This is an optimization exercise on Yosys and OpenROAD, whose aim is small area and a short achievable clock period, not a production implementation.
In this exercise RTL edits were held to simulation tests only and were not proved equivalent to the original.

==> flow/design.v (outline; a module is shown in full before it is edited, if it fits) <==
// module fa_cell: 10 lines
// module ha_cell: 9 lines
// module hai_cell: 9 lines
// module Filter_block_1: 6208 lines
module Filter_block_1 (
    input clk,
    input rst_n,
    input ena,
    input signed [0:15] x_in,
    output reg signed [0:31] y_out
);
  // ...
==> flow/flow/run.sh <==
#!/bin/bash
# Standard layout (the standard.sh: ORFS synth .. finish), with repair_timing
# asked to keep a setup margin, so that the timing repair after placement, CTS and
# global routing works on paths longer than (period - margin). The SDC, the clock
# period and every other setting are the design's.
set -euo pipefail
MARGIN=$(cat flow/margin.txt)
bash standard.sh SETUP_SLACK_MARGIN=$MARGIN finish > standard_make.log 2>&1
==> flow/flow/margin.txt <==
11.5
==> flow/standard.sh <==
#!/bin/bash
# synth_recipe.tcl (not shown) runs the flow's synth.tcl, then flattens the netlist and writes it again
# the make line also repeats each setting of config.mk as NAME=value (left out here)
make -C /OpenROAD-flow-scripts/flow DESIGN_CONFIG=/design/flow/config.mk WORK_HOME=/design/flow/orfs CLKGATE_MAP_FILE= SYNTH_SCRIPT=/design/flow/synth_recipe.tcl "${@:-finish}"
==> flow/config.mk <==
export PLATFORM = sky130hd
export DESIGN_NAME = Filter_block_1
export DESIGN_NICKNAME = Filter_block_1
export VERILOG_FILES = /design/flow/design.v
export SDC_FILE = /design/flow/constraint.sdc
export NUM_CORES = 4
export LEC_CHECK = 0
export CAP_MARGIN = 70
export CORE_MARGIN = 2
export CORE_UTILIZATION = 55
export CTS_BUF_LIST = sky130_fd_sc_hd__clkbuf_8 sky130_fd_sc_hd__clkbuf_16
export CTS_CLUSTER_DIAMETER = 50
export CTS_CLUSTER_SIZE = 20
export SLEW_MARGIN = 70
export SYNTH_HIERARCHICAL = 1
export SYNTH_MINIMUM_KEEP_SIZE = 0
==> flow/constraint.sdc <==
create_clock -name core_clock -period 16.0 [get_ports {clk}]
set_input_delay 3.2000 -clock core_clock [delete_from_list [all_inputs] [get_ports {clk}]]
set_output_delay 3.2000 -clock core_clock [all_outputs]
set_load 0.01 [all_outputs]
==> flow_metrics.env, run 1 <==
export IMPL_fmax_ghz=0.221
export IMPL_busiest_layer="met2"
export IMPL_path_class="reg -> out"
export IMPL_worst_pin_slew_ns=0.518
export IMPL_drc=0
export IMPL_buffers=248
export IMPL_antenna_found_initial=3
export IMPL_wl_met2_microns=102000
export IMPL_critPathBufInv=1
export IMPL_synth_net_count=6840
export IMPL_max_slew_margin_pct=65.2
export IMPL_outcome="timing/DRC/antenna clean"
export IMPL_final_cell_area_sq_mm=0.0919
export IMPL_dp_cells=6942
export IMPL_synth_top_family_by_area="adder cells"
export IMPL_synth_common_cells="1663 x fa_1, 1115 x mux2_2, 1083 x dfrtp_1, 507 x inv_1, 113 x ha_1"
export IMPL_synth_top_area_share_pct=41.0
export IMPL_crit_cells=1
export IMPL_multi_input_cells=3211
export IMPL_cts_buffers=148
export IMPL_place_congestion=0.898
export IMPL_reg_top3="r1 (53), r2 (52), r3 (50)"
export IMPL_wl_met1_microns=79500
export IMPL_die_w_microns=388
export IMPL_syn_area_per_cell_sq_um=16.1
==> run 2, diff against run 1 <==
--- a/flow/config.mk
+++ b/flow/config.mk
@@ -8,9 +8,6 @@
 export CAP_MARGIN = 70
 export CORE_MARGIN = 2
 export CORE_UTILIZATION = 55
-export CTS_BUF_LIST = sky130_fd_sc_hd__clkbuf_8 sky130_fd_sc_hd__clkbuf_16
-export CTS_CLUSTER_DIAMETER = 50
-export CTS_CLUSTER_SIZE = 20
 export SLEW_MARGIN = 70
 export SYNTH_HIERARCHICAL = 1
 export SYNTH_MINIMUM_KEEP_SIZE = 0
==> run 2 against run 1 <==
Compared with the run above: register-to-register slack about the same; global-route usage about the same; clock skew up 0.00062 ns; die area unchanged; via count about the same; design area down 0.58%; wire length about the same; highest routed layer unchanged; first-iteration DRC count up 7.6%; hold slack better by 0.0014 ns; core utilization down 0.36 points; sequential cell count unchanged.
==> flow_metrics.env, run 2 <==
export IMPL_critPathBufInv=1
export IMPL_clkLatencyLatePin_ns=0.77
export IMPL_die_y_microns=388
export IMPL_drt_total_wl_microns=195000
export IMPL_cp_startpoint="y_out[2]$_DFFE_PN0P_"
export IMPL_wl_per_cell_microns=26.7
export IMPL_vias=40600
export IMPL_portBuffers=50
export IMPL_fin_worst_skew_ns=0.0272
export IMPL_dp_final_hpwl_microns=155000
export IMPL_final_cells=7315
export IMPL_drv_slew=0
export IMPL_min_period_ns=4.51
export IMPL_syn_area_per_cell_sq_um=16.1
export IMPL_setup_violations=0
export IMPL_ys_seq_area_share_pct=36.3
export IMPL_layout_drive_gt1_share_pct=34.8
export IMPL_core_area_sq_mm=0.146
export IMPL_fin_tns_setup_ns=0
export IMPL_synth_common_cells="1663 x fa_1, 1115 x mux2_2, 1083 x dfrtp_1, 507 x inv_1, 113 x ha_1"
export IMPL_cts_tree="built"
export IMPL_firstDrtPassIters=5
export IMPL_dp_cells=6942
export IMPL_synth_top_area_share_pct=41.0
export IMPL_cts_buffers=137
export IMPL_synth_edff_count=0
export IMPL_worst_pin_slew_ns=0.531
export IMPL_drc=0
export IMPL_largest_register_ffs=53
export IMPL_syn_inst=5045
export IMPL_start_util_pct=55.5
export IMPL_crit_chain="buf_2"
export IMPL_first_iter_violations=2286
export IMPL_worstHoldStart="y_out[28]$_DFFE_PN0P_"
export IMPL_async_reset_ff_share_pct=100
export IMPL_place_congestion=0.898
export IMPL_cts_clk_slew_worst_paths_ns=0.06
export IMPL_cpMaxStageDelayCell="dfrtp_1"
export IMPL_fmax_ghz=0.222
export IMPL_ys_warn_count=7
export IMPL_antenna_found_initial=3
export IMPL_grt_use_total_pct=27.8
export IMPL_outcome="timing/DRC/antenna clean"
export IMPL_synth_most_common_cell="fa_1"
export IMPL_drtAntennaViolNets=0
export IMPL_via_per_inst=5.54
export IMPL_synthFlopType="dfrtp_1"
export IMPL_grtUsageMet1_pct=37.0
export IMPL_r2r_start="h29[8]$_DFFE_PN0P_"
export IMPL_clockBufferDepth=3
export IMPL_crit_family="flip-flops"
export IMPL_synthesis_area_sq_mm=0.0811
export IMPL_crit_arrival_ns=1.31
export IMPL_row_count=140
export IMPL_worstPathRequired_ns=12.80
export IMPL_hold_path_class="reg -> reg"
export IMPL_synth_distinct_cells=61
export IMPL_antenna_cells=0
export IMPL_dieArea_sq_mm=0.151
export IMPL_syn2layout_area_growth_pct=12.6
export IMPL_path_class="reg -> out"
export IMPL_ioPinCount=51
export IMPL_grt_pass1_wl_microns=306000
export IMPL_hold_viol_final=0
export IMPL_synth_net_count=6840
export IMPL_synth_area_top_cells="fa_1 41%, dfrtp_1 33%, mux2_2 15%, dfstp_2 2.9%, inv_1 2.3%"
export IMPL_globalRoute_totalOverflow=0
export IMPL_synth_area_leader_cell="fa_1"
export IMPL_cts_root_buffer="clkbuf_16"
export IMPL_busiest_layer="met2"
export IMPL_fillers=11100
export IMPL_max_stage_delay_ns=0.40
export IMPL_cp_max_fo=4
export IMPL_cts_max_level=4
export IMPL_fin_nets=7079
export IMPL_fin_crit_sh_pct=28.2
export IMPL_use_met3_pct=3.99
export IMPL_gr_usage_met2_pct=47.2
export IMPL_die_w_microns=388
export IMPL_crit_path_start_kind="flip-flop"
export IMPL_final_common_cell="fa_1"
export IMPL_max_slew_margin_pct=64.4
export IMPL_drv_cap=0
export IMPL_grt_pass1_vias=47500
export IMPL_reg_top3="r1 (53), r2 (52), r3 (50)"
export IMPL_clock_sinks=1172
export IMPL_ys_ff_latch=1172
export IMPL_grt_max_degree=57
export IMPL_rsz0062_at_grt="true"
export IMPL_regMostFlops="r1"
export IMPL_final_cell_mix="1610 x fa_1, 1112 x mux2_2, 946 x dfrtp_1"
export IMPL_worst_setup_path_end_kind="output port"
-- run 2: Yosys stat by module (local to each module, per instance) --
module	cells	copies in the design
ha_cell	1	44
fa_cell	1	1662
hai_cell	3	33
Filter_block_1	3240	1
-- run 2: area by class of cell --
type	instances	area, sq um	area share, %
multi-input combinational	3211	49300	54.0
sequential	1172	29600	32.5
clock buffer	206	4080	4.46
timing repair buffer	255	3350	3.67
tap	1917	2400	2.63
inverter	507	1910	2.09
clock inverter	47	641	0.701
-- run 2: worst paths after layout --
| check | to | slack (ns) | cells after the start |
|---|---|---|---|
| max | y_out[2] | 11.49 | 1 |
| max reg2reg | r3[19]$_DFFE_PN1P_ | 11.54 | 9 |
| min in group asynchronous | h27[2]$_DFFE_PN0P_ | 2.41 | 2 |
| min | y_out[28]$_DFFE_PN0P_ | 0.48 | 1 |
| max in group asynchronous | h54[4]$_DFFE_PN0P_ | 11.70 | 9 |
| min reg2reg | y_out[28]$_DFFE_PN0P_ | 0.48 | 1 |
-- run 2: what timing repair did --
action,CTS,global route
gates resized for setup,171,156
pin swaps,12,56
setup buffers,34,70
endpoints found under the setup margin,241,274
hold buffers,0,0
cloned,10,4
-- run 2: kinds of logic after synthesis --
family / Yosys count / share of synthesized area, %
flip-flops: 1172 / 36.3
buffers and inverters: 662 / 3.22
AND/OR/NAND/NOR: 146 / 0.834
adder cells (fa/ha/maj): 1776 / 42.8
multiplexers: 1118 / 15.5
AO/OA/AOI/OAI: 159 / 1.25
XOR/XNOR: 12 / 0.130
-- run 2: per-stage QoR --
step	hold WS, ns	cell area [sq um]	utilization [%]	setup WS [ns]
final	0.475	91300	62.5	11.49
after global routing	0.500	91300	62.5	11.43
after CTS	0.478	90300	61.8	11.43
after detailed placement	0.468	85000	58.2	10.07
after global placement	0.467	83700	57.3	9.00
after floorplan	0.450	81200	-	11.45
-- run 2: worst reg2reg max path: stages (launching register included) --
cell and delay (ns):
dfrtp_4 0.58, fa_2 0.58, fa_1 0.43, fa_1 0.51
inv_1 0.06, fa_1 0.37, fa_1 0.52, fa_1 0.56
fa_2 0.48, mux2_2 0.28
-- run 2: per-layer routing --
| layer | wire (microns) | vias up |
|---|---|---|
| met4 | 6900 | 2 |
| met3 | 6770 | 290 |
| met2 | 102000 | 673 |
| met5 | 13 | - |
| met1 | 79700 | 22700 |
| li1 | - | 16900 |
==> run 3, diff against run 2 <==
--- a/flow/config.mk
+++ b/flow/config.mk
@@ -5,9 +5,10 @@
 export SDC_FILE = /design/flow/constraint.sdc
 export NUM_CORES = 4
 export LEC_CHECK = 0
-export CAP_MARGIN = 70
+export CAP_MARGIN = 20
 export CORE_MARGIN = 2
 export CORE_UTILIZATION = 55
-export SLEW_MARGIN = 70
+export CTS_BUF_LIST = sky130_fd_sc_hd__clkbuf_8
+export SLEW_MARGIN = 20
 export SYNTH_HIERARCHICAL = 1
 export SYNTH_MINIMUM_KEEP_SIZE = 0
==> run 3 against run 2 <==
Compared with the run above: still clean; clock skew increased by 0.019 ns; hold slack worse by 0.0019 ns; via count is 0.10% lower; global-route usage decreased by 0.23 points; core utilization decreased by 1.2 points; register-to-register slack got worse by 0.04 ns.
==> flow_metrics.env, run 3 <==
export IMPL_synth_area_leader_cell="fa_1"
export IMPL_grt_use_total_pct=27.6
export IMPL_ys_seq_area_share_pct=36.3
export IMPL_min_period_ns=4.68
export IMPL_ioPinCount=51
export IMPL_start_util_pct=55.5
export IMPL_cts_clk_slew_worst_paths_ns=0.06
export IMPL_drt_total_wl_microns=194000
export IMPL_fin_worst_skew_ns=0.0462
export IMPL_rsz0062_at_grt="true"
export IMPL_max_slew_margin_pct=35.6
export IMPL_first_iter_violations=2061
export IMPL_dp_final_hpwl_microns=151000
export IMPL_synthesis_area_sq_mm=0.0811
export IMPL_outcome="timing/DRC/antenna clean"
export IMPL_r2r_start="h29[14]$_DFFE_PN0P_"
export IMPL_r2r_end="r3[35]$_DFFE_PN1P_"
export IMPL_regArea_sq_mm=0.0297
export IMPL_die_y_microns=388
export IMPL_reg2reg_slack_ns=11.50
export IMPL_critPathBufInv=1
export IMPL_globalRoute_totalOverflow=0
export IMPL_final_cell_mix="1605 x fa_1, 1112 x mux2_2, 935 x dfrtp_1"
export IMPL_grt_pass1_vias=47600
export IMPL_portBuffers=50
export IMPL_final_common_cell="fa_1"
export IMPL_crit_path_start_kind="flip-flop"
export IMPL_row_count=140
export IMPL_largest_register_ffs=53
export IMPL_dieArea_sq_mm=0.151
export IMPL_layout_drive_gt1_share_pct=35.1
export IMPL_crit_family="flip-flops"
export IMPL_multiInputGateArea_sq_mm=0.0493
export IMPL_crit_chain="buf_2"
export IMPL_reg_top3="r1 (53), r2 (52), r3 (50)"
export IMPL_fillers=11400
export IMPL_ys_warn_count=7
export IMPL_wl_per_cell_microns=26.2
export IMPL_synth_edff_count=0
export IMPL_ys_ff_latch=1172
export IMPL_async_reset_ff_share_pct=100
export IMPL_synthFlopType="dfrtp_1"
export IMPL_fin_crit_sh_pct=29.2
export IMPL_path_class="reg -> out"
export IMPL_synth_area_top_cells="fa_1 41%, dfrtp_1 33%, mux2_2 15%, dfstp_2 2.9%, inv_1 2.3%"
export IMPL_drc=0
export IMPL_hold_path_class="reg -> reg"
export IMPL_fin_nets=7103
export IMPL_syn2layout_area_growth_pct=10.4
export IMPL_cts_max_level=4
export IMPL_regMostFlops="r1"
export IMPL_worst_setup_path_end_kind="output port"
export IMPL_synth_most_common_cell="fa_1"
export IMPL_setup_violations=0
export IMPL_cp_max_fo=2
export IMPL_antenna_found_initial=3
export IMPL_syn_area_per_cell_sq_um=16.1
export IMPL_worst_pin_slew_ns=0.966
export IMPL_whs_path_depth=1
export IMPL_clockBufferDepth=3
export IMPL_cts_tree="built"
export IMPL_cts_root_buffer="clkbuf_8"
export IMPL_via_per_inst=5.47
export IMPL_clock_sinks=1172
export IMPL_synth_common_cells="1663 x fa_1, 1115 x mux2_2, 1083 x dfrtp_1, 507 x inv_1, 113 x ha_1"
export IMPL_reg2reg_depth=11
export IMPL_crit_cells=1
export IMPL_max_stage_delay_ns=0.40
export IMPL_drv_cap=0
export IMPL_place_congestion=0.898
export IMPL_core_area_sq_mm=0.146
export IMPL_firstDrtPassIters=5
export IMPL_fin_tns_setup_ns=0
export IMPL_vias=40500
export IMPL_worstHoldStart="y_out[28]$_DFFE_PN0P_"
export IMPL_worstPathRequired_ns=12.80
export IMPL_crit_arrival_ns=1.48
export IMPL_crit_end="y_out[17]"
export IMPL_synth_top_area_share_pct=41.0
export IMPL_grt_pass1_wl_microns=305000
export IMPL_syn_inst=5045
export IMPL_cts_buffers=206
export IMPL_synth_distinct_cells=61
export IMPL_cpMaxStageDelayCell="dfrtp_1"
export IMPL_clkLatencyLatePin_ns=0.93
export IMPL_cp_startpoint="y_out[17]$_DFFE_PN0P_"
export IMPL_grt_max_degree=160
export IMPL_fmax_ghz=0.214
export IMPL_drtAntennaViolNets=0
export IMPL_drv_slew=0
export IMPL_synth_net_count=6840
export IMPL_die_w_microns=388
export IMPL_hold_viol_final=0
[run 3: timing repair]
action | CTS | global route
gates resized for setup | 240 | 185
buffers inserted | 39 | 79
cloned | 3 | 1
endpoints found under the setup margin | 1033 | 689
pin swaps | 11 | 59
hold buffers | 0 | 0
[run 3: logic make-up after synthesis]
logic type	Yosys count	share of synthesized area [%]
buf+inv	662	3.22
fa+ha+maj	1776	42.8
simple gates	146	0.834
compound gates	159	1.25
mux	1118	15.5
xor+xnor	12	0.130
flops	1172	36.3
[run 3: cell type report]
type	instances	share of cell area, %
clock buffer	245	3.77
timing repair buffer	210	2.26
inverter	507	2.12
antenna	3	0.00838
sequential	1172	33.1
tap	1917	2.68
clock inverter	144	0.996
multi-input combinational	3211	55.0
[run 3: per-module statistics from Yosys, one instance, submodules excluded]
module	flops+latches	cells inside	times used
Filter_block_1	1172	3240	1
fa_cell	0	1	1662
hai_cell	0	3	33
ha_cell	0	1	44
[run 3: metrics by stage]
step | utilization, % | cell area [sq um] | setup slack, ns | std cells | hold WS (ns)
after detailed placement | 57.3 | 83700 | 9.00 | 6895 | 0.468
after CTS | 60.6 | 88500 | 11.23 | 7326 | 0.455
after global routing | 61.3 | 89600 | 11.24 | 7407 | 0.491
final | 61.3 | 89600 | 11.32 | 7409 | 0.473
after global placement | 57.3 | 83700 | 9.00 | 6895 | 0.467
after floorplan | - | 81200 | 11.45 | 5045 | 0.450
[run 3: routing by layer]
metal | GRT usage, % | routed length (microns) | vias up
met2 | 47.6 | 103000 | 582
met5 | 0 | 0 | -
met3 | 3.65 | 5620 | 265
met1 | 37.2 | 80500 | 22700
li1 | - | - | 17000
met4 | 7.24 | 5110 | 0
[run 3: worst min path at each step]
stage / endpoint / slack, ns
2_1_floorplan: h3[0]$_DFFE_PN0P_ / 0.45
3_3_place_gp: y_out[28]$_DFFE_PN0P_ / 0.47
3_5_place_dp: y_out[28]$_DFFE_PN0P_ / 0.47
4_1_cts: h7[13]$_DFFE_PN0P_ / 0.46
5_1_grt: h7[13]$_DFFE_PN0P_ / 0.49
6_report: y_out[28]$_DFFE_PN0P_ / 0.47
==> run 4, diff against run 3 <==
==> flow/flow/run.sh (replaced) <==
#!/bin/bash
# Standard layout (the standard.sh: ORFS synth .. finish) with two changes:
#  - repair_timing is asked to keep a setup margin (flow/margin.txt), so that the timing
#    repair after placement, CTS and global routing works on paths longer than
#    (period - margin);
#  - after placement, the buffer trees of the high-fanout inputs ena and rst_n are rebuilt
#    as balanced two-level trees (flow/hfn2.tcl); their port buffers stay.
# The SDC, the clock period and every other setting are the design's.
set -euo pipefail
MARGIN=$(cat flow/margin.txt)
RES=orfs/results/sky130hd/Filter_block_1/base
bash standard.sh SETUP_SLACK_MARGIN=$MARGIN place > standard_place.log 2>&1
PLATFORM_DIR=$FLOW_HOME/platforms/sky130hd HFN_IN=$RES/3_place.odb HFN_SDC=$RES/3_place.sdc \
  HFN_PORTS="ena rst_n" HFN_LEAVES=40 HFN_MIDS=6 \
  HFN_LEAF_CELL=sky130_fd_sc_hd__buf_8 HFN_MID_CELL=sky130_fd_sc_hd__buf_16 \
  HFN_OUT=$RES/3_place_hfn.odb \
  openroad -no_init -exit flow/hfn2.tcl > hfn.log 2>&1
mv $RES/3_place_hfn.odb $RES/3_place.odb
bash standard.sh SETUP_SLACK_MARGIN=$MARGIN finish > standard_finish.log 2>&1
==> flow/flow/hfn2.tcl (new file) <==
# Rebuild the buffer trees of the high-fanout input nets (HFN_PORTS) after placement.
# Each port keeps its port buffer; the buffers chained behind it are removed, and its loads
# are split by location into about HFN_LEAVES groups, each driven by a leaf buffer at the
# group's centre; the leaf buffers are driven through HFN_MIDS middle buffers.
set platform_dir $::env(PLATFORM_DIR)
read_liberty $platform_dir/lib/sky130_fd_sc_hd__tt_025C_1v80.lib
read_db $::env(HFN_IN)
read_sdc $::env(HFN_SDC)
source $platform_dir/setRC.tcl
set db [ord::get_db]
set blk [ord::get_db_block]
proc tree_bufs {net} {
  set out {}
  foreach it [$net getITerms] {
    if {[$it isOutputSignal]} continue
    set inst [$it getInst]
    set m [[$inst getMaster] getName]
    if {[regexp {__buf_|__bufbuf_|__clkbuf_|__clkdlybuf|__dlygate|__dlymetal|__bufinv} $m]} {
      lappend out [$inst getName]
      set on [[$inst findITerm X] getNet]
      set out [concat $out [tree_bufs $on]]
    }
  }
  return $out
}
proc loc {it} {
  set inst [$it getInst]
  set b [$inst getBBox]
  return [list [expr {([$b xMin] + [$b xMax]) / 2}] [expr {([$b yMin] + [$b yMax]) / 2}]]
}
# split items (each {x y payload}) into about n groups by location
proc split_groups {items n} {
  set nx [expr {max(1, int(round(sqrt($n))))}]
  set ny [expr {max(1, int(ceil(double($n) / $nx)))}]
  set items [lsort -integer -index 0 $items]
  set per [expr {int(ceil(double([llength $items]) / $nx))}]
  set groups {}
  for {set i 0} {$i < [llength $items]} {incr i $per} {
    set col [lsort -integer -index 1 [lrange $items $i [expr {$i + $per - 1}]]]
    set per2 [expr {int(ceil(double([llength $col]) / $ny))}]
    for {set k 0} {$k < [llength $col]} {incr k $per2} {
      lappend groups [lrange $col $k [expr {$k + $per2 - 1}]]
    }
  }
  return $groups
}
proc centre {group} {
  set sx 0; set sy 0
  foreach e $group { incr sx [lindex $e 0]; incr sy [lindex $e 1] }
  set n [llength $group]
  return [list [expr {$sx / $n}] [expr {$sy / $n}]]
}
set cnt 0
proc mkbuf {master innet} {
  global blk cnt
  incr cnt
  set inst [odb::dbInst_create $blk $master "hfnbuf_$cnt"]
  set net [odb::dbNet_create $blk "hfnnet_$cnt"]
  [$inst findITerm A] connect $innet
  [$inst findITerm X] connect $net
  return [list $inst $net]
}
set leafm [$db findMaster $::env(HFN_LEAF_CELL)]
set midm [$db findMaster $::env(HFN_MID_CELL)]
foreach p $::env(HFN_PORTS) {
  set pn [[$blk findBTerm $p] getNet]
  set pb ""
  foreach it [$pn getITerms] { if {[$it isInputSignal]} { set pb [$it getInst] } }
  set onet [[$pb findITerm X] getNet]
  set names [tree_bufs $onet]
  puts "HFN $p: port buffer [$pb getName], removing [llength $names] tree buffers"
  if {[llength $names]} { remove_buffers {*}$names }
  set onet [[$pb findITerm X] getNet]
  set items {}
  foreach it [$onet getITerms] {
    if {[$it isOutputSignal]} continue
    lappend items [concat [loc $it] [list $it]]
  }
  puts "HFN $p: [llength $items] loads"
  set leaves {}
  foreach g [split_groups $items $::env(HFN_LEAVES)] {
    lassign [mkbuf $leafm $onet] inst net
    foreach e $g { set it [lindex $e 2]; $it disconnect; $it connect $net }
    lassign [centre $g] x y
    $inst setLocation $x $y
    $inst setPlacementStatus PLACED
    lappend leaves [list $x $y $inst]
  }
  foreach g [split_groups $leaves $::env(HFN_MIDS)] {
    lassign [mkbuf $midm $onet] inst net
    foreach e $g { set it [[lindex $e 2] findITerm A]; $it disconnect; $it connect $net }
    lassign [centre $g] x y
    $inst setLocation $x $y
    $inst setPlacementStatus PLACED
  }
}
detailed_placement
estimate_parasitics -placement
foreach p $::env(HFN_PORTS) {
  report_checks -from [get_ports $p] -fields {fanout cap slew}
}
report_design_area
write_db $::env(HFN_OUT)
==> flow/config.mk (replaced) <==
export PLATFORM = sky130hd
export DESIGN_NAME = Filter_block_1
export DESIGN_NICKNAME = Filter_block_1
export VERILOG_FILES = /design/flow/design.v
export SDC_FILE = /design/flow/constraint.sdc
export NUM_CORES = 4
export LEC_CHECK = 0
export CAP_MARGIN = 70
export CORE_MARGIN = 2
export CORE_UTILIZATION = 55
export SLEW_MARGIN = 70
export SYNTH_HIERARCHICAL = 1
export SYNTH_MINIMUM_KEEP_SIZE = 0
==> run 4 against run 3 <==
Compared with the run above: non-clock buffer count grew 36; design area up 1.5%; synthesized cell count unchanged; clock skew is 0.022 ns lower; critical path depth unchanged; critical endpoint is now y_out[2]; largest cell class unchanged.
==> flow_metrics.env, run 4 <==
export IMPL_crit_path_start_kind="flip-flop"
export IMPL_critPathBufInv=1
export IMPL_use_met3_pct=2.97
export IMPL_core_area_sq_mm=0.146
export IMPL_cts_clk_slew_worst_paths_ns=0.06
export IMPL_portBuffers=50
export IMPL_outcome="timing/DRC/antenna clean"
export IMPL_row_count=140
export IMPL_hold_slack_ns=0.473
export IMPL_fin_tns_setup_ns=0
export IMPL_antenna_cells=0
export IMPL_synthesis_area_sq_mm=0.0811
export IMPL_worstPathRequired_ns=12.80
export IMPL_whs_path_depth=1
export IMPL_first_iter_violations=2017
export IMPL_final_cell_area_sq_mm=0.0909
export IMPL_final_cell_mix="1593 x fa_1, 1113 x mux2_2, 944 x dfrtp_1"
export IMPL_crit_family="flip-flops"
export IMPL_syn2layout_area_growth_pct=12.0
export IMPL_async_reset_ff_share_pct=100
export IMPL_regMostFlops="r1"
export IMPL_grt_pass1_vias=47500
export IMPL_crit_arrival_ns=1.35
export IMPL_cts_buffers=137
export IMPL_synth_most_common_cell="fa_1"
export IMPL_placed_cell_area_sq_mm=0.0850
export IMPL_synthFlopType="dfrtp_1"
export IMPL_cts_tree="built"
export IMPL_crit_cells=1
export IMPL_cts_root_buffer="clkbuf_16"
export IMPL_drtAntennaViolNets=0
export IMPL_drc=0
export IMPL_antenna_found_initial=2
export IMPL_timing_final_ws_setup_ns=11.45
export IMPL_max_stage_delay_ns=0.41
export IMPL_drv_slew=0
export IMPL_fmax_ghz=0.220
export IMPL_drv_cap=0
export IMPL_fin_worst_skew_ns=0.0245
export IMPL_hold_viol_final=0
export IMPL_reg2reg_depth=10
export IMPL_gr_usage_met2_pct=48.9
export IMPL_synth_net_count=6840
export IMPL_grtUsageMet1_pct=37.9
export IMPL_place_congestion=0.898
export IMPL_crit_end="y_out[2]"
export IMPL_synth_area_top_cells="fa_1 41%, dfrtp_1 33%, mux2_2 15%, dfstp_2 2.9%, inv_1 2.3%"
export IMPL_r2r_start="h29[15]$_DFFE_PN0P_"
export IMPL_synth_top_area_share_pct=41.0
export IMPL_start_util_pct=55.5
export IMPL_ys_warn_count=7
export IMPL_layout_drive_gt1_share_pct=35.1
export IMPL_clockBufferDepth=3
export IMPL_clkLatencyLatePin_ns=0.79
export IMPL_r2r_end="r2[31]$_DFFE_PN0P_"
export IMPL_dp_slack_ns=10.07
export IMPL_die_y_microns=388
export IMPL_globalRoute_totalOverflow=0
export IMPL_regArea_sq_mm=0.0297
export IMPL_reg_top3="r1 (53), r2 (52), r3 (50)"
export IMPL_max_slew_margin_pct=65.2
export IMPL_dp_final_hpwl_microns=155000
export IMPL_cp_startpoint="y_out[2]$_DFFE_PN0P_"
export IMPL_min_period_ns=4.55
export IMPL_largest_register_ffs=53
export IMPL_worst_setup_path_end_kind="output port"
export IMPL_cts_hold_buffers_added=0
export IMPL_synth_edff_count=0
export IMPL_fin_crit_sh_pct=28.4
export IMPL_grt_max_degree=30
export IMPL_fin_nets=7070
export IMPL_drt_total_wl_microns=197000
export IMPL_hold_path_class="reg -> reg"
export IMPL_cp_max_fo=4
export IMPL_synth_common_cells="1663 x fa_1, 1115 x mux2_2, 1083 x dfrtp_1, 507 x inv_1, 113 x ha_1"
export IMPL_grt_pass1_wl_microns=309000
export IMPL_crit_chain="buf_2"
export IMPL_dieArea_sq_mm=0.151
export IMPL_die_w_microns=388
export IMPL_synth_area_leader_cell="fa_1"
export IMPL_via_per_inst=5.55
export IMPL_final_common_cell="fa_1"
export IMPL_firstDrtPassIters=5
export IMPL_synth_distinct_cells=61
export IMPL_cts_max_level=4
export IMPL_cpMaxStageDelayCell="dfrtp_1"
export IMPL_ioPinCount=51
export IMPL_setup_violations=0
export IMPL_syn_area_per_cell_sq_um=16.1
export IMPL_fillers=11200
export IMPL_rsz0062_at_grt="true"
export IMPL_vias=40600
export IMPL_syn_inst=5045
export IMPL_worst_pin_slew_ns=0.519
export IMPL_ys_seq_area_share_pct=36.3
export IMPL_multiInputGateArea_sq_mm=0.0493
export IMPL_busiest_layer="met2"
export IMPL_clock_sinks=1172
export IMPL_grt_use_total_pct=28.1
export IMPL_ys_ff_latch=1172
export IMPL_wl_per_cell_microns=27.0
export IMPL_reg2reg_slack_ns=11.51
export IMPL_path_class="reg -> out"
-- run 4: kinds of logic (layout without fill, tap and decap cells) --
kind of cell	count (synthesis)	after routing	share of synthesized area [%]
flops	1172	1172	36.3
simple gates	146	146	0.834
xor+xnor	12	12	0.130
mux	1118	1118	15.5
fa+ha+maj	1776	1776	42.8
compound gates	159	159	1.25
buf+inv	662	1006	3.22
-- run 4: worst min-delay path by stage --
stage / startpoint / endpoint
2_1_floorplan: h2[0]$_DFFE_PN0P_ / h3[0]$_DFFE_PN0P_
3_3_place_gp: y_out[28]$_DFFE_PN0P_ / y_out[28]$_DFFE_PN0P_
3_5_place_dp: y_out[28]$_DFFE_PN0P_ / y_out[28]$_DFFE_PN0P_
4_1_cts: y_out[28]$_DFFE_PN0P_ / y_out[28]$_DFFE_PN0P_
5_1_grt: y_out[28]$_DFFE_PN0P_ / y_out[28]$_DFFE_PN0P_
6_report: y_out[28]$_DFFE_PN0P_ / y_out[28]$_DFFE_PN0P_
-- run 4: layout make-up --
class / instances / share of cell area, %
clock inverters: 52 / 0.904
multi-input cells: 3211 / 54.3
repair buffers: 150 / 1.28
clock buffers: 201 / 4.41
well taps: 1917 / 2.64
inverters: 507 / 2.10
flip-flops and latches: 1172 / 32.6
plain buffers: 96 / 1.75
-- run 4: through the flow --
stage | utilization [%] | std cells
finish | 62.2 | 7306
global route | 62.2 | 7306
CTS | 61.6 | 7242
detailed placement | 58.2 | 6942
global placement | 57.3 | 6895
floorplan | - | 5045
-- run 4: what timing repair did --
item	CTS	global route
gates resized for setup	149	171
endpoints found under the hold margin	0	0
setup buffers	26	63
endpoints found under the setup margin	52	98
pin swaps	5	60
cloned	0	0
-- run 4: per-module statistics from Yosys, one instance, submodules excluded --
module / cells inside / times used / flops+latches
hai_cell: 3 / 33 / 0
Filter_block_1: 3240 / 1 / 1172
ha_cell: 1 / 44 / 0
fa_cell: 1 / 1662 / 0
-- run 4: metal layers --
layer | part of all wire [%] | vias to the layer above | wire, microns
met3 | 2.7 | 277 | 5240
met5 | 0 | - | 0
met4 | 3.1 | 0 | 6080
met2 | 53 | 572 | 104000
li1 | - | 16900 | -
met1 | 41 | 22800 | 81700
==> run 5, diff against run 4 <==
==> flow/flow/margin.txt (replaced) <==
11.8
==> run 5 against run 4 <==
Compared with the run above: clock skew grew 0.011 ns; core utilization rose by 3.1 points; non-clock buffer count up 144; cell count up 2.1%; hold slack gained 0.018 ns; via count increased by 1.2%; wire length is 3.2% higher; highest routed layer unchanged.
==> flow_metrics.env, run 5 <==
export IMPL_synth_distinct_cells=61
export IMPL_synth_area_top_cells="fa_1 41%, dfrtp_1 33%, mux2_2 15%, dfstp_2 2.9%, inv_1 2.3%"
export IMPL_die_w_microns=388
export IMPL_largest_register_ffs=53
export IMPL_synth_area_leader_cell="fa_1"
export IMPL_synthFlopType="dfrtp_1"
export IMPL_dp_final_hpwl_microns=156000
export IMPL_rsz0062_at_grt="true"
export IMPL_globalRoute_totalOverflow=0
export IMPL_ioPinCount=51
export IMPL_synthesis_area_sq_mm=0.0811
export IMPL_syn_inst=5045
export IMPL_drtAntennaViolNets=0
export IMPL_synth_top_area_share_pct=41.0
export IMPL_final_cells=7457
export IMPL_wl_per_cell_microns=27.3
export IMPL_drv_slew=0
export IMPL_drt_total_wl_microns=204000
export IMPL_portBuffers=50
export IMPL_cts_buffers=140
export IMPL_ys_warn_count=7
export IMPL_fin_nets=7217
export IMPL_via_per_inst=5.51
export IMPL_syn2layout_area_growth_pct=17.6
export IMPL_path_class="reg -> reg"
export IMPL_outcome="timing/DRC/antenna clean"
export IMPL_synth_edff_count=0
export IMPL_ys_ff_latch=1172
export IMPL_synth_most_common_cell="fa_1"
export IMPL_max_slew_margin_pct=70.8
export IMPL_grt_pass1_wl_microns=320000
export IMPL_grt_pass1_vias=48300
export IMPL_fin_worst_skew_ns=0.0360
export IMPL_core_area_sq_mm=0.146
export IMPL_place_congestion=0.898
export IMPL_row_count=140
export IMPL_drv_cap=0
export IMPL_hold_path_class="reg -> reg"
export IMPL_setup_violations=0
export IMPL_grt_max_degree=30
export IMPL_hold_viol_final=0
export IMPL_synth_common_cells="1663 x fa_1, 1115 x mux2_2, 1083 x dfrtp_1, 507 x inv_1, 113 x ha_1"
export IMPL_ys_seq_area_share_pct=36.3
export IMPL_placed_cell_area_sq_mm=0.0867
export IMPL_cp_max_fo=4
export IMPL_fin_crit_sh_pct=28.6
export IMPL_worst_pin_slew_ns=0.439
export IMPL_grt_use_total_pct=29.1
export IMPL_reg_top3="r1 (53), r2 (52), r3 (50)"
export IMPL_fmax_ghz=0.219
export IMPL_start_util_pct=55.5
export IMPL_final_cell_area_sq_mm=0.0954
export IMPL_drc=0
export IMPL_antenna_found_initial=4
export IMPL_final_cell_mix="1358 x fa_1, 793 x dfrtp_1, 604 x mux2_2"
export IMPL_cts_tree="built"
export IMPL_fin_tns_setup_ns=0
export IMPL_cts_clk_slew_worst_paths_ns=0.07
export IMPL_final_common_cell="fa_1"
export IMPL_crit_arrival_ns=5.27
export IMPL_die_y_microns=388
export IMPL_clockBufferDepth=3
export IMPL_syn_area_per_cell_sq_um=16.1
export IMPL_synth_net_count=6840
export IMPL_cts_max_level=4
export IMPL_cts_root_buffer="clkbuf_16"
export IMPL_first_iter_violations=2277
export IMPL_dp_cells=6937
export IMPL_worstPathRequired_ns=16.70
export IMPL_dieArea_sq_mm=0.151
export IMPL_regMostFlops="r1"
export IMPL_clock_sinks=1172
export IMPL_min_period_ns=4.57
export IMPL_crit_path_start_kind="flip-flop"
export IMPL_worst_setup_path_end_kind="flip-flop"
export IMPL_firstDrtPassIters=5
export IMPL_vias=41100
export IMPL_timing_final_ws_setup_ns=11.43
export IMPL_dp_slack_ns=9.98
export IMPL_layout_drive_gt1_share_pct=46.2
export IMPL_cts_hold_buffers_added=0
export IMPL_clkLatencyLatePin_ns=0.77
export IMPL_async_reset_ff_share_pct=100
==> run 5: stage by stage <==
step	utilization, %	hold WS [ns]
after floorplan	-	0.450
after global placement	58.5	0.481
after detailed placement	59.4	0.475
after CTS	64.5	0.497
after global routing	65.3	0.517
final	65.3	0.491
==> run 5: cell families (layout without fill, tap and decap cells) <==
family	count (synthesis)	after routing	share of synthesized area (%)
adder cells (fa/ha/maj)	1776	1776	42.8
flip-flops	1172	1172	36.3
multiplexers	1118	1118	15.5
buffers and inverters	662	1155	3.22
AO/OA/AOI/OAI	159	159	1.25
AND/OR/NAND/NOR	146	146	0.834
XOR/XNOR	12	12	0.130
other	0	2	0
==> run 5: worst max-delay path: stages (launching register included) <==
cell and delay [ns]:
dfrtp_4 0.54, buf_12 0.15, fa_2 0.52, fa_1 0.43, fa_1 0.47, inv_2 0.10
fa_2 0.44, fa_2 0.54, inv_2 0.04, fa_2 0.55, fa_2 0.45, mux2_2 0.28
==> run 5: modules after synthesis (local to each module, per instance) <==
module | cells inside | copies in the design | flip-flops and latches | cell area (sq um)
ha_cell | 1 | 44 | 0 | 12.5
Filter_block_1 | 3240 | 1 | 1172 | 46700
hai_cell | 3 | 33 | 0 | 20.0
fa_cell | 1 | 1662 | 0 | 20.0
==> run 5: final cells by class <==
cell class	count	area [sq um]
diodes	2	5.00
plain buffers	96	1590
clock buffers	210	4130
clock inverters	48	613
fillers	10500	50700
inverters	507	1910
multi-input cells	3211	52300
flip-flops and latches	1172	29800
well taps	1917	2400
repair buffers	294	2670
==> run 5: repair_timing <==
item / in CTS / in global routing
endpoints found under the setup margin: 160 / 161
buffers inserted: 170 / 67
pin swaps: 209 / 228
resized for setup: 720 / 239
==> run 5: routing by layer <==
layer | vias up | share of wire [%] | track usage [%]
li1 | 17200 | - | -
met4 | 0 | 3.5 | 8.50
met2 | 626 | 50 | 47.7
met3 | 289 | 2.9 | 3.28
met1 | 23000 | 43 | 41.5
met5 | - | 0 | 0
==> run 5: worst paths after layout <==
check	from	to	slack (ns)	depth (start not counted)
setup / recovery	h29[14]$_DFFE_PN0P_	r3[35]$_DFFE_PN1P_	11.43	11
hold / removal	h21[13]$_DFFE_PN0P_	h22[13]$_DFFE_PN0P_	0.49	1
setup reg to reg	h29[14]$_DFFE_PN0P_	r3[35]$_DFFE_PN1P_	11.43	11
hold reg to reg	h21[13]$_DFFE_PN0P_	h22[13]$_DFFE_PN0P_	0.49	1
max in group asynchronous	rst_n	r1[47]$_DFFE_PN1P_	12.92	3
min in group asynchronous	rst_n	h46[11]$_DFFE_PN0P_	2.75	3
==> run 6, diff against run 5 <==
==> flow/flow/margin.txt (replaced) <==
11.3
==> run 6 against run 5 <==
Compared with the run above: still clean; non-clock buffer count shrank 223; wire length shrank 4.3%; critical path depth shrank 2; synthesized cell count is the same; die area is the same; critical path type unchanged.
==> flow_metrics.env, run 6 <==
export IMPL_synth_edff_count=0
export IMPL_crit_arrival_ns=5.37
export IMPL_syn2layout_area_growth_pct=10.9
export IMPL_drc=0
export IMPL_synth_area_top_cells="fa_1 41%, dfrtp_1 33%, mux2_2 15%, dfstp_2 2.9%, inv_1 2.3%"
export IMPL_cp_max_fo=7
export IMPL_largest_register_ffs=53
export IMPL_synth_most_common_cell="fa_1"
export IMPL_die_w_microns=388
export IMPL_fin_tns_setup_ns=0
export IMPL_synthFlopType="dfrtp_1"
export IMPL_place_congestion=0.883
export IMPL_dp_cells=6943
export IMPL_synth_top_area_share_pct=41.0
export IMPL_grt_max_degree=30
export IMPL_min_period_ns=4.68
export IMPL_worst_setup_path_end_kind="flip-flop"
export IMPL_syn_inst=5045
export IMPL_final_cell_mix="1654 x fa_1, 1115 x mux2_2, 1031 x dfrtp_1"
export IMPL_ys_seq_area_share_pct=36.3
export IMPL_synth_compound_area_share_pct=1.25
export IMPL_multiInputGateArea_sq_mm=0.0492
export IMPL_outcome="timing/DRC/antenna clean"
export IMPL_max_slew_margin_pct=69.5
export IMPL_drt_total_wl_microns=195000
export IMPL_ioPinCount=51
export IMPL_synthesis_area_sq_mm=0.0811
export IMPL_reg_top3="r1 (53), r2 (52), r3 (50)"
export IMPL_synth_top_family_by_area="adder cells"
export IMPL_grt_pass1_wl_microns=308000
export IMPL_cts_root_buffer="clkbuf_16"
export IMPL_syn_area_per_cell_sq_um=16.1
export IMPL_drtAntennaViolNets=0
export IMPL_setup_violations=0
export IMPL_grt_use_total_pct=28.0
export IMPL_crit_path_start_kind="flip-flop"
export IMPL_synth_net_count=6840
export IMPL_rsz0062_at_grt="true"
export IMPL_layout_drive_gt1_share_pct=30.6
export IMPL_via_per_inst=5.54
export IMPL_async_reset_ff_share_pct=100
export IMPL_hold_path_class="reg -> reg"
export IMPL_globalRoute_totalOverflow=0
export IMPL_synth_area_leader_cell="fa_1"
export IMPL_fmax_ghz=0.213
export IMPL_grt_pass1_vias=47400
export IMPL_row_count=140
export IMPL_hold_viol_final=0
export IMPL_cts_tree="built"
export IMPL_drv_slew=0
export IMPL_yosys_mux_area_fraction_pct=15.5
export IMPL_core_area_sq_mm=0.146
export IMPL_synthSimpleGateAreaFrac_pct=0.834
export IMPL_clkLatencyLatePin_ns=0.76
export IMPL_start_util_pct=55.5
export IMPL_dieArea_sq_mm=0.151
export IMPL_vias=40000
export IMPL_synth_common_cells="1663 x fa_1, 1115 x mux2_2, 1083 x dfrtp_1, 507 x inv_1, 113 x ha_1"
export IMPL_regArea_sq_mm=0.0295
export IMPL_synth_distinct_cells=61
export IMPL_synth_xor_area_share_pct=0.130
export IMPL_clock_sinks=1172
export IMPL_fin_nets=6993
export IMPL_regMostFlops="r1"
export IMPL_ys_ff_latch=1172
export IMPL_first_iter_violations=2205
export IMPL_firstDrtPassIters=7
export IMPL_worstPathRequired_ns=16.69
export IMPL_synth_fa_ha_area_share_pct=42.8
export IMPL_dp_final_hpwl_microns=155000
export IMPL_die_y_microns=388
export IMPL_drv_cap=0
export IMPL_wl_per_cell_microns=26.9
export IMPL_fin_worst_skew_ns=0.0248
export IMPL_fin_crit_sh_pct=29.3
export IMPL_cts_buffers=139
export IMPL_cts_hold_buffers_added=0
export IMPL_antenna_found_initial=3
export IMPL_portBuffers=50
export IMPL_cts_max_level=4
export IMPL_cts_clk_slew_worst_paths_ns=0.06
export IMPL_worst_pin_slew_ns=0.458
export IMPL_ys_warn_count=7
export IMPL_clockBufferDepth=3
export IMPL_final_cells=7229
export IMPL_fillers=11200
export IMPL_final_common_cell="fa_1"
export IMPL_path_class="reg -> reg"
## run 6: cell count changes in the layout (fill, tap and decap cells not counted), moves of 97 or more
cell	delta
mux2_4	-511
fa_2	-296
fa_1	+296
mux2_2	+511
inv_1	+97
dfrtp_1	+238
dfrtp_2	-243
buf_4	-178
## run 6: layout make-up
type | instances | share of cell area [%]
diodes | 1 | 0.00278
plain buffers | 96 | 1.77
clock buffers | 209 | 4.63
clock inverters | 45 | 0.635
inverters | 507 | 2.12
multi-input cells | 3211 | 54.6
flip-flops and latches | 1172 | 32.8
well taps | 1917 | 2.67
repair buffers | 71 | 0.727
## run 6: cells by family (layout without fill, tap and decap cells)
family	after synthesis	in the layout
adder cells (fa/ha/maj)	1776	1776
other	0	1
flip-flops	1172	1172
XOR/XNOR	12	12
AND/OR/NAND/NOR	146	146
multiplexers	1118	1118
buffers and inverters	662	928
AO/OA/AOI/OAI	159	159
## run 6: per-stage QoR
step | instance area, sq um | utilization (%) | hold slack [ns] | setup WS (ns)
floorplan | 81100 | - | 0.450 | 11.38
global placement | 83700 | 57.3 | 0.468 | 8.95
detailed placement | 85000 | 58.2 | 0.468 | 10.07
CTS | 89900 | 61.5 | 0.475 | 11.28
global route | 90000 | 61.6 | 0.508 | 11.29
finish | 90000 | 61.6 | 0.471 | 11.32
## run 6: layer usage
metal / global-route usage, % / up-vias / share of wire (%)
met5: 0 / - / 0
met2: 47.1 / 595 / 51
li1: - / 16800 / -
met1: 38.2 / 22400 / 42
met4: 8.23 / 0 / 3.3
met3: 4.17 / 231 / 3.6
## run 6: path summary, 6_finish.rpt
kind | slack (ns) | cells past startpoint | to | startpoint
setup / recovery | 11.32 | 9 | r4[15]$_DFFE_PN1P_ | h39[6]$_DFFE_PN0P_
hold / removal | 0.47 | 1 | y_out[28]$_DFFE_PN0P_ | y_out[28]$_DFFE_PN0P_
setup reg to reg | 11.32 | 9 | r4[15]$_DFFE_PN1P_ | h39[6]$_DFFE_PN0P_
hold reg to reg | 0.47 | 1 | y_out[28]$_DFFE_PN0P_ | y_out[28]$_DFFE_PN0P_
max in group asynchronous | 12.94 | 3 | r2[41]$_DFFE_PN1P_ | rst_n
min in group asynchronous | 2.76 | 3 | h2[1]$_DFFE_PN0P_ | rst_n
## run 6: critical path: stages (launching register included)
cell	delay, ns
dfrtp_4	0.61
fa_1	0.62
fa_1	0.45
fa_1	0.57
fa_1	0.46
fa_1	0.41
inv_1	0.08
fa_1	0.43
fa_1	0.64
mux2_2	0.34
## run 6: timing repair
action | CTS | global route
endpoints found under the setup margin | 40 | 7
pin swaps | 0 | 0
resized for setup | 53 | 6
buffers inserted | 2 | 8
## run 6: Yosys stat by module, one instance, submodules excluded
module	flops+latches	times used	cell area, sq um
Filter_block_1	1172	1	46700
hai_cell	0	33	20.0
ha_cell	0	44	12.5
fa_cell	0	1662	20.0
==> run 7, diff against run 6 <==
==> flow/flow/margin.txt (replaced) <==
11.5
--- a/flow/config.mk
+++ b/flow/config.mk
@@ -7,7 +7,8 @@
 export LEC_CHECK = 0
 export CAP_MARGIN = 70
 export CORE_MARGIN = 2
-export CORE_UTILIZATION = 55
+export CORE_UTILIZATION = 65
+export PLACE_DENSITY = 0.75
 export SLEW_MARGIN = 70
 export SYNTH_HIERARCHICAL = 1
 export SYNTH_MINIMUM_KEEP_SIZE = 0
==> run 7 against run 6 <==
Compared with the run above: first-iteration DRC count increased by 30%; die area decreased by 15%; wire length decreased by 7.1%; design area increased by 0.72%; maximum frequency increased by 3.5%; still clean; highest routed layer unchanged; count of clock-buffer cells in the layout decreased by 10; setup slack improved by 0.16 ns; core utilization increased by 12 points.
==> flow_metrics.env, run 7 <==
export IMPL_outcome="timing/DRC/antenna clean"
export IMPL_firstDrtPassIters=5
export IMPL_cts_tree="built"
export IMPL_fin_tns_setup_ns=0
export IMPL_cpMaxStageDelayCell="dfrtp_1"
export IMPL_hold_path_class="reg -> reg"
export IMPL_synthesis_area_sq_mm=0.0811
export IMPL_reg_top3="r1 (53), r2 (52), r3 (50)"
export IMPL_max_slew_margin_pct=69.1
export IMPL_crit_chain="buf_6"
export IMPL_clkLatencyLatePin_ns=0.78
export IMPL_row_count=129
export IMPL_drv_slew=0
export IMPL_syn_inst=5045
export IMPL_max_stage_delay_ns=0.42
export IMPL_antenna_found_initial=1
export IMPL_globalRoute_totalOverflow=0
export IMPL_dp_final_hpwl_microns=138000
export IMPL_setup_violations=0
export IMPL_largest_register_ffs=53
export IMPL_synth_edff_count=0
export IMPL_worstPathRequired_ns=12.80
export IMPL_cts_max_level=4
export IMPL_fin_util_pct=73.2
export IMPL_grt_use_total_pct=31.2
export IMPL_synth_most_common_cell="fa_1"
export IMPL_layout_drive_gt1_share_pct=35.1
export IMPL_drv_cap=0
export IMPL_worst_setup_path_end_kind="output port"
export IMPL_drc=0
export IMPL_ioPinCount=51
export IMPL_async_reset_ff_share_pct=100
export IMPL_path_class="reg -> out"
export IMPL_synth_common_cells="1663 x fa_1, 1115 x mux2_2, 1083 x dfrtp_1, 507 x inv_1, 113 x ha_1"
export IMPL_hold_slack_ns=0.493
export IMPL_worst_pin_slew_ns=0.462
export IMPL_synth_net_count=6840
export IMPL_min_period_ns=4.53
export IMPL_first_iter_violations=2876
export IMPL_cts_clk_slew_worst_paths_ns=0.05
export IMPL_crit_arrival_ns=1.33
export IMPL_grt_pass1_wl_microns=292000
export IMPL_grt_pass1_vias=48300
export IMPL_rsz0062_at_grt="true"
export IMPL_cp_max_fo=2
export IMPL_synth_area_leader_cell="fa_1"
export IMPL_fin_crit_sh_pct=28.3
export IMPL_place_congestion=0.916
export IMPL_die_w_microns=357
export IMPL_syn2layout_area_growth_pct=11.7
export IMPL_fmax_ghz=0.221
export IMPL_fin_nets=7086
export IMPL_dieArea_sq_mm=0.128
export IMPL_cts_root_buffer="clkbuf_16"
export IMPL_ys_seq_area_share_pct=36.3
export IMPL_vias=41100
export IMPL_synth_distinct_cells=61
export IMPL_ys_warn_count=7
export IMPL_core_area_sq_mm=0.124
export IMPL_final_cell_mix="1611 x fa_1, 1111 x mux2_2, 947 x dfrtp_1"
export IMPL_via_per_inst=5.84
export IMPL_synth_top_area_share_pct=41.0
export IMPL_clockBufferDepth=3
export IMPL_synthFlopType="dfrtp_1"
export IMPL_synth_area_top_cells="fa_1 41%, dfrtp_1 33%, mux2_2 15%, dfstp_2 2.9%, inv_1 2.3%"
export IMPL_clock_sinks=1172
export IMPL_crit_path_start_kind="flip-flop"
export IMPL_syn_area_per_cell_sq_um=16.1
export IMPL_drt_total_wl_microns=181000
export IMPL_start_util_pct=65.5
export IMPL_ys_ff_latch=1172
export IMPL_fin_worst_skew_ns=0.0294
export IMPL_hold_viol_final=0
export IMPL_regMostFlops="r1"
export IMPL_crit_family="flip-flops"
export IMPL_portBuffers=50
export IMPL_final_common_cell="fa_1"
export IMPL_cts_buffers=133
export IMPL_grt_max_degree=30
export IMPL_wl_per_cell_microns=25.7
export IMPL_critPathBufInv=1
export IMPL_drtAntennaViolNets=0
export IMPL_die_y_microns=357
-- run 7: layer usage --
layer / track usage [%] / vias up / share of wire (%)
met5: 0 / - / 0
met4: 9.30 / 0 / 2.8
met3: 7.90 / 292 / 6.7
met2: 47.7 / 1063 / 48
met1: 45.2 / 22800 / 42
li1: - / 16900 / -
-- run 7: stage by stage --
stage               setup slack (ns)  instances  cell area [sq um]
floorplan                      11.45       5045              81200
global placement                9.20       6599              83200
detailed placement              9.66       6645              84500
CTS                            11.42       6962              89700
global route                   11.43       7039              90600
finish                         11.47       7041              90600
-- run 7: cell type report --
type / instances / area [sq um]
well taps: 1637 / 2050
multi-input cells: 3211 / 49300
plain buffers: 96 / 1590
flip-flops and latches: 1172 / 29600
diodes: 2 / 5.00
clock buffers: 199 / 3960
fillers: 7672 / 33200
inverters: 507 / 1910
clock inverters: 47 / 702
repair buffers: 170 / 1460
-- run 7: cell families after synthesis --
kind of cell	count (synthesis)	synth area share, %
DFF	1172	36.3
muxes	1118	15.5
adders and majority gates	1776	42.8
and+or+nand+nor	146	0.834
AOI/OAI and AO/OA	159	1.25
buffers and inverters	662	3.22
xor gates and xnor gates	12	0.130
-- run 7: path summary, 6_finish.rpt --
kind	cells after the start	slack, ns	endpoint	startpoint
worst max-delay path	1	11.47	y_out[17]	y_out[17]$_DFFE_PN0P_
worst min-delay path	2	0.49	y_out[9]$_DFFE_PN0P_	y_out[9]$_DFFE_PN0P_
worst max register to register	12	11.53	r3[29]$_DFFE_PN1P_	h32[11]$_DFFE_PN0P_
worst min register to register	2	0.49	y_out[9]$_DFFE_PN0P_	y_out[9]$_DFFE_PN0P_
max in group asynchronous	3	12.96	r3[27]$_DFFE_PN1P_	rst_n
min in group asynchronous	3	2.72	h32[0]$_DFFE_PN0P_	rst_n
-- run 7: timing repair --
action / in CTS / in global routing
setup buffers: 41 / 76
setup endpoints to repair: 50 / 87
hold buffers: 0 / 0
pin swaps: 21 / 65
endpoints found under the hold margin: 0 / 0
gates resized for setup: 169 / 138
-- run 7: Yosys stat by module, one instance, submodules excluded --
module	cell area, sq um	cells
Filter_block_1	46700	3240
fa_cell	20.0	1
hai_cell	20.0	3
ha_cell	12.5	1
==> run 8, diff against run 7 <==
--- a/flow/config.mk
+++ b/flow/config.mk
@@ -5,10 +5,10 @@
 export SDC_FILE = /design/flow/constraint.sdc
 export NUM_CORES = 4
 export LEC_CHECK = 0
-export CAP_MARGIN = 70
+export CAP_MARGIN = 20
 export CORE_MARGIN = 2
 export CORE_UTILIZATION = 65
 export PLACE_DENSITY = 0.75
-export SLEW_MARGIN = 70
+export SLEW_MARGIN = 20
 export SYNTH_HIERARCHICAL = 1
 export SYNTH_MINIMUM_KEEP_SIZE = 0
==> run 8 against run 7 <==
Compared with the run above: via count increased by 0.11%; setup slack got worse by 0.016 ns; die area unchanged; area after synthesis unchanged; critical path depth unchanged; clock skew increased by 0.0012 ns; largest cell class unchanged.
==> flow_metrics.env, run 8 <==
export IMPL_layout_drive_gt1_share_pct=34.9
export IMPL_async_reset_ff_share_pct=100
export IMPL_fin_nets=7092
export IMPL_syn2layout_area_growth_pct=11.7
export IMPL_clockBufferDepth=3
export IMPL_worst_setup_path_end_kind="output port"
export IMPL_clock_sinks=1172
export IMPL_setup_violations=0
export IMPL_synth_distinct_cells=61
export IMPL_final_cell_mix="1615 x fa_1, 1113 x mux2_2, 954 x dfrtp_1"
export IMPL_antenna_found_initial=3
export IMPL_min_period_ns=4.54
export IMPL_grt_max_degree=30
export IMPL_place_congestion=0.916
export IMPL_synth_area_leader_cell="fa_1"
export IMPL_fmax_ghz=0.220
export IMPL_max_stage_delay_ns=0.41
export IMPL_fin_worst_skew_ns=0.0306
export IMPL_hold_slack_ns=0.491
export IMPL_rsz0062_at_grt="true"
export IMPL_synth_common_cells="1663 x fa_1, 1115 x mux2_2, 1083 x dfrtp_1, 507 x inv_1, 113 x ha_1"
export IMPL_ioPinCount=51
export IMPL_cp_max_fo=2
export IMPL_synth_top_area_share_pct=41.0
export IMPL_placed_cell_area_sq_mm=0.0832
export IMPL_hold_viol_final=0
export IMPL_worst_pin_slew_ns=0.894
export IMPL_fin_tns_setup_ns=0
export IMPL_fin_util_pct=73.2
export IMPL_regMostFlops="r1"
export IMPL_final_common_cell="fa_1"
export IMPL_hold_path_class="reg -> reg"
export IMPL_synth_area_top_cells="fa_1 41%, dfrtp_1 33%, mux2_2 15%, dfstp_2 2.9%, inv_1 2.3%"
export IMPL_cts_root_buffer="clkbuf_16"
export IMPL_ys_warn_count=7
export IMPL_dp_final_hpwl_microns=133000
export IMPL_cts_buffers=134
export IMPL_drv_cap=0
export IMPL_synthFlopType="dfrtp_1"
export IMPL_final_cell_area_sq_mm=0.0906
export IMPL_synth_edff_count=0
export IMPL_path_class="reg -> out"
export IMPL_ys_seq_area_share_pct=36.3
export IMPL_row_count=129
export IMPL_max_slew_margin_pct=40.4
export IMPL_largest_register_ffs=53
export IMPL_crit_chain="buf_2"
export IMPL_critPathBufInv=1
export IMPL_cpMaxStageDelayCell="dfrtp_1"
export IMPL_firstDrtPassIters=6
export IMPL_die_y_microns=357
export IMPL_syn_area_per_cell_sq_um=16.1
export IMPL_fin_crit_sh_pct=28.4
export IMPL_wl_per_cell_microns=25.6
export IMPL_drc=0
export IMPL_crit_path_start_kind="flip-flop"
export IMPL_first_iter_violations=2872
export IMPL_reg_top3="r1 (53), r2 (52), r3 (50)"
export IMPL_vias=41100
export IMPL_globalRoute_totalOverflow=0
export IMPL_outcome="timing/DRC/antenna clean"
export IMPL_cts_clk_slew_worst_paths_ns=0.06
export IMPL_start_util_pct=65.5
export IMPL_crit_arrival_ns=1.34
export IMPL_fillers=7730
export IMPL_drtAntennaViolNets=0
export IMPL_synth_net_count=6840
export IMPL_crit_family="flip-flops"
export IMPL_worstPathRequired_ns=12.80
export IMPL_grt_pass1_wl_microns=292000
export IMPL_core_area_sq_mm=0.124
export IMPL_ys_ff_latch=1172
export IMPL_via_per_inst=5.84
export IMPL_grt_pass1_vias=48400
export IMPL_portBuffers=50
export IMPL_cts_max_level=4
export IMPL_synth_most_common_cell="fa_1"
export IMPL_syn_inst=5045
export IMPL_clkLatencyLatePin_ns=0.78
export IMPL_drt_total_wl_microns=181000
export IMPL_drv_slew=0
export IMPL_synthesis_area_sq_mm=0.0811
export IMPL_grt_use_total_pct=31.2
export IMPL_cts_tree="built"
export IMPL_die_w_microns=357
export IMPL_dieArea_sq_mm=0.128
==> run 8: cell counts after synthesis <==
Identical to the previous run, type by type.
==> run 8: modules after synthesis, one instance, submodules excluded <==
module          cells inside  flip-flops and latches  copies in the design
ha_cell                    1                       0                    44
fa_cell                    1                       0                  1662
Filter_block_1          3240                    1172                     1
hai_cell                   3                       0                    33
==> run 8: path summary, 6_finish.rpt <==
check	slack [ns]	depth (start not counted)	to	startpoint
setup / recovery	11.46	1	y_out[17]	y_out[17]$_DFFE_PN0P_
setup reg to reg	11.48	10	r2[31]$_DFFE_PN0P_	h29[14]$_DFFE_PN0P_
hold reg to reg	0.49	2	y_out[9]$_DFFE_PN0P_	y_out[9]$_DFFE_PN0P_
hold / removal	0.49	2	y_out[9]$_DFFE_PN0P_	y_out[9]$_DFFE_PN0P_
min in group asynchronous	2.74	3	h35[1]$_DFFE_PN0P_	rst_n
max in group asynchronous	12.97	3	r1[25]$_DFFE_PN1P_	rst_n
==> run 8: stage by stage <==
step	instances	setup slack, ns
after detailed placement	6599	9.20
after floorplan	5045	11.45
final	7047	11.46
after global placement	6599	9.20
after global routing	7046	11.42
after CTS	6968	11.41
==> run 8: cell families after synthesis <==
kind of cell	synth area share [%]
XOR/XNOR	0.130
adder cells (fa/ha/maj)	42.8
flip-flops	36.3
AND/OR/NAND/NOR	0.834
multiplexers	15.5
AO/OA/AOI/OAI	1.25
buffers and inverters	3.22
==> run 8: layer usage <==
metal / global-route usage, % / wire, microns
met1: 45.3 / 76600
met2: 47.7 / 86400
met3: 7.82 / 12100
met4: 9.78 / 5480
met5: 0 / 0
==> run 8: repair_timing <==
| item | 4_1_cts | 5_1_grt |
|---|---|---|
| resized for setup | 204 | 156 |
| pin swaps | 16 | 45 |
| endpoints found under the hold margin | 0 | 0 |
| hold buffers | 0 | 0 |
| setup buffers | 46 | 78 |
| setup endpoints to repair | 91 | 106 |
==> run 8: area by class of cell <==
type / count / area, sq um / share of cell area (%)
plain buffers: 96 / 1590 / 1.76
multi-input cells: 3211 / 49300 / 54.4
diodes: 1 / 2.50 / 0.00276
well taps: 1637 / 2050 / 2.26
inverters: 507 / 1900 / 2.10
flip-flops and latches: 1172 / 29600 / 32.7
clock inverters: 47 / 608 / 0.671
clock buffers: 201 / 4070 / 4.50
repair buffers: 175 / 1460 / 1.62

afterwards: timing with drivers on the ports:
No port has a modelled driver above. Below, the same layouts with a new extraction and two added sets of constraints.
Step 1: set_driving_cell puts a clkbuf_16 on clk and a buf_2 on each other input, an assumption about the parent block.
Step 2 adds t to the input delays and takes it off the output delays; t is the mean of the earliest and latest rising clock arrival at the registers after step 1. Input paths then give back, and output paths get back, about the clock's delay inside the block.
a / b / c = no drivers / after step 1 / after step 2; a / b = the first two.
run | t (ns) | setup slack, ns | worst hold slack (ns)
run 1 | 0.845 | 11.474 / 11.398 / 10.636 | 0.474 / 0.474 / 0.474
run 2 | 0.831 | 11.491 / 11.414 / 10.647 | 0.475 / 0.475 / 0.475
run 3 | 0.977 | 11.324 / 11.250 / 10.456 | 0.473 / 0.473 / 0.473
run 4 | 0.855 | 11.453 / 11.373 / 11.190 | 0.473 / 0.473 / 0.473
run 5 | 0.847 | 11.430 / 11.345 / 11.109 | 0.491 / 0.491 / 0.491
run 6 | 0.826 | 11.315 / 11.270 / 11.188 | 0.471 / 0.471 / 0.471
run 7 | 0.843 | 11.472 / 11.401 / 11.163 | 0.493 / 0.493 / 0.493
run 8 | 0.845 | 11.456 / 11.381 / 10.891 | 0.491 / 0.491 / 0.491
After both steps setup and hold are still met in every run listed. For run 3, which loses most, drivers alone change the setup slack by -0.074 ns; drivers and shift together by -0.868 ns.
